This is an optimization exercise on Yosys and OpenROAD, whose aim is small area and a short achievable clock period, not a production implementation.
Only simulation tests tie the RTL to the original design; equivalence was not proved.
Power and IR drop assume default switching activity.

==> flow/design.v (excerpt) <==
module mul32_pipe(clk, rst, in_valid, a, b, out_valid, p);
  input clk, rst, in_valid;
  input [31:0] a, b;
  output out_valid;
  output [63:0] p;
  reg [2:0] vpipe;
  always @(posedge clk)
    if (rst) vpipe <= 3'd0;
    else vpipe <= {vpipe[1:0], in_valid};
  assign out_valid = vpipe[2];
  reg [305:0] rk1;
  reg [136:0] rk2;
  reg [87:0] rk3;
  wire n1 = b[1] & ~b[0];
  wire n2 = b[2] ^ b[1];
  wire n3 = (b[3] & ~b[2] & ~b[1]) | (~b[3] & b[2] & b[1]);
  wire n4 = b[4] ^ b[3];
  wire n5 = (b[5] & ~b[4] & ~b[3]) | (~b[5] & b[4] & b[3]);
  wire n6 = b[6] ^ b[5];
  wire n7 = (b[7] & ~b[6] & ~b[5]) | (~b[7] & b[6] & b[5]);
  wire n8 = b[8] ^ b[7];
  wire n9 = (b[9] & ~b[8] & ~b[7]) | (~b[9] & b[8] & b[7]);
  wire n10 = b[10] ^ b[9];
  wire n11 = (b[11] & ~b[10] & ~b[9]) | (~b[11] & b[10] & b[9]);
  wire n12 = b[12] ^ b[11];
  wire n13 = (b[13] & ~b[12] & ~b[11]) | (~b[13] & b[12] & b[11]);
  wire n14 = b[14] ^ b[13];
  ...
Size in the first run: roughly 3100 cells after synthesis, roughly 530 flip-flops, ~130 I/O pins, roughly 34000 um^2 of cells after synthesis.
export LEC_CHECK = 0
export ABC_AREA = 1
export CAP_MARGIN = 20
export CORE_MARGIN = 2
export CORE_UTILIZATION = 40
export SLEW_MARGIN = 20
export SYNTH_HIERARCHICAL = 1
create_clock -name core_clock -period 2.5 [get_ports {clk}]
standard.sh (not shown) runs the stock make flow with config.mk's settings and CLKGATE_MAP_FILE= SYNTH_SCRIPT=/design/flow/synth_recipe.tcl, a recipe that flattens the netlist after the stock synthesis.
==> flow/flow/run.sh <==
#!/bin/bash
# Own layout flow: the standard ORFS flow (standard.sh), unchanged except that the
# port buffers that global placement inserts on every input and output use a plain buffer
# (buf_4) instead of the delay cell buffer_ports picks by default.
set -euo pipefail
export BUFFER_PORTS_ARGS="-buffer_cell sky130_fd_sc_hd__buf_4"
bash standard.sh finish > standard_flow.log 2>&1
The starting point produced a clean layout.
Next try:
--- a/flow/config.mk
+++ b/flow/config.mk
@@ -9,5 +9,8 @@
 export CAP_MARGIN = 20
 export CORE_MARGIN = 2
-export CORE_UTILIZATION = 40
+export CORE_UTILIZATION = 50
+export CTS_CLUSTER_DIAMETER = 100
+export CTS_CLUSTER_SIZE = 22
+export PLACE_DENSITY = 0.75
 export SLEW_MARGIN = 20
 export SYNTH_HIERARCHICAL = 1
Clock power came out lower by about 40%.
Area after synthesis does not change.
Synthesized cell count stays the same.
Via count came out higher by 1.1%.
Clock skew came out lower by 10 ps.
Worst setup slack degrades by 23 ps.
Next try:
--- a/flow/config.mk
+++ b/flow/config.mk
@@ -11,5 +11,5 @@
 export CORE_UTILIZATION = 50
 export CTS_CLUSTER_DIAMETER = 100
-export CTS_CLUSTER_SIZE = 22
+export CTS_CLUSTER_SIZE = 24
 export PLACE_DENSITY = 0.75
 export SLEW_MARGIN = 20
What happened: Cell count is about the same; synthesized cell count stays the same; worst hold slack degrades by 9.5 ps; wire length decreases by 0.64%; via count stays flat; setup slack degrades by 10 ps; core utilization barely changes.
Next try:
--- a/flow/config.mk
+++ b/flow/config.mk
@@ -9,8 +9,8 @@
 export CAP_MARGIN = 20
 export CORE_MARGIN = 2
-export CORE_UTILIZATION = 50
-export CTS_CLUSTER_DIAMETER = 100
-export CTS_CLUSTER_SIZE = 24
-export PLACE_DENSITY = 0.75
+export CORE_UTILIZATION = 60
+export CTS_CLUSTER_DIAMETER = 120
+export CTS_CLUSTER_SIZE = 20
+export PLACE_DENSITY = 0.85
 export SLEW_MARGIN = 20
 export SYNTH_HIERARCHICAL = 1
- first-iteration DRC count went up by 28%
- sequential cell count is unchanged
- combinational power went up by about 2%
- global-route usage went up by 5.7 points
- register-to-register slack is about the same
- routed wire length went up by 2.1%
- setup slack degrades by 7.0 ps
- clock-buffer cell count is unchanged
- die area went down by 16%
- utilization went up by 11 points
Next try:
--- a/flow/config.mk
+++ b/flow/config.mk
@@ -9,8 +9,8 @@
 export CAP_MARGIN = 20
 export CORE_MARGIN = 2
-export CORE_UTILIZATION = 60
+export CORE_UTILIZATION = 50
 export CTS_CLUSTER_DIAMETER = 120
-export CTS_CLUSTER_SIZE = 20
-export PLACE_DENSITY = 0.85
+export CTS_CLUSTER_SIZE = 26
+export PLACE_DENSITY = 0.75
 export SLEW_MARGIN = 20
 export SYNTH_HIERARCHICAL = 1
Design area came out higher by about 0.55%.
Via count came out lower by 4.3%.
Worst setup slack improved by 38 ps.
Clock-buffer cell count came out lower by 6.
Synthesized cell count stays the same.
Non-clock buffer count came out higher by 19.

-- separate check: timing with driven ports --
Ports are ideal in the flow. The routed layouts listed here were re-timed in OpenROAD.
Step 1: set_driving_cell puts a clkbuf_16 on clk and a buf_2 on each other input, an assumption about the parent block.
Step 2 also shifts input and output timing later by t, the mid clock arrival at the registers, as if the neighbouring blocks saw the same clock.
Slacks: no drivers / after step 1 / after step 2; pairs: no drivers / after step 1.
run | t, ns | setup slack, ns | worst register clock-pin slew, ns | pins driven straight from the clock port
the first run | 0.692 | 0.123 / 0.123 / -0.275 | 0.08 / 0.08 | 1
the second run | 0.677 | 0.101 / 0.101 / -0.525 | 0.10 / 0.10 | 1
the third run | 0.675 | 0.090 / 0.090 / -0.532 | 0.11 / 0.11 | 1
the fourth run | 0.677 | 0.083 / 0.083 / -0.359 | 0.10 / 0.10 | 1
the fifth run | 0.671 | 0.121 / 0.146 / -0.506 | 0.12 / 0.12 | 1
Met with ideal ports but missed after step 2: setup timing in every run listed. The setup slack of the fifth run, which loses most, moves by +0.025 ns with the drivers and by -0.627 ns with both steps.
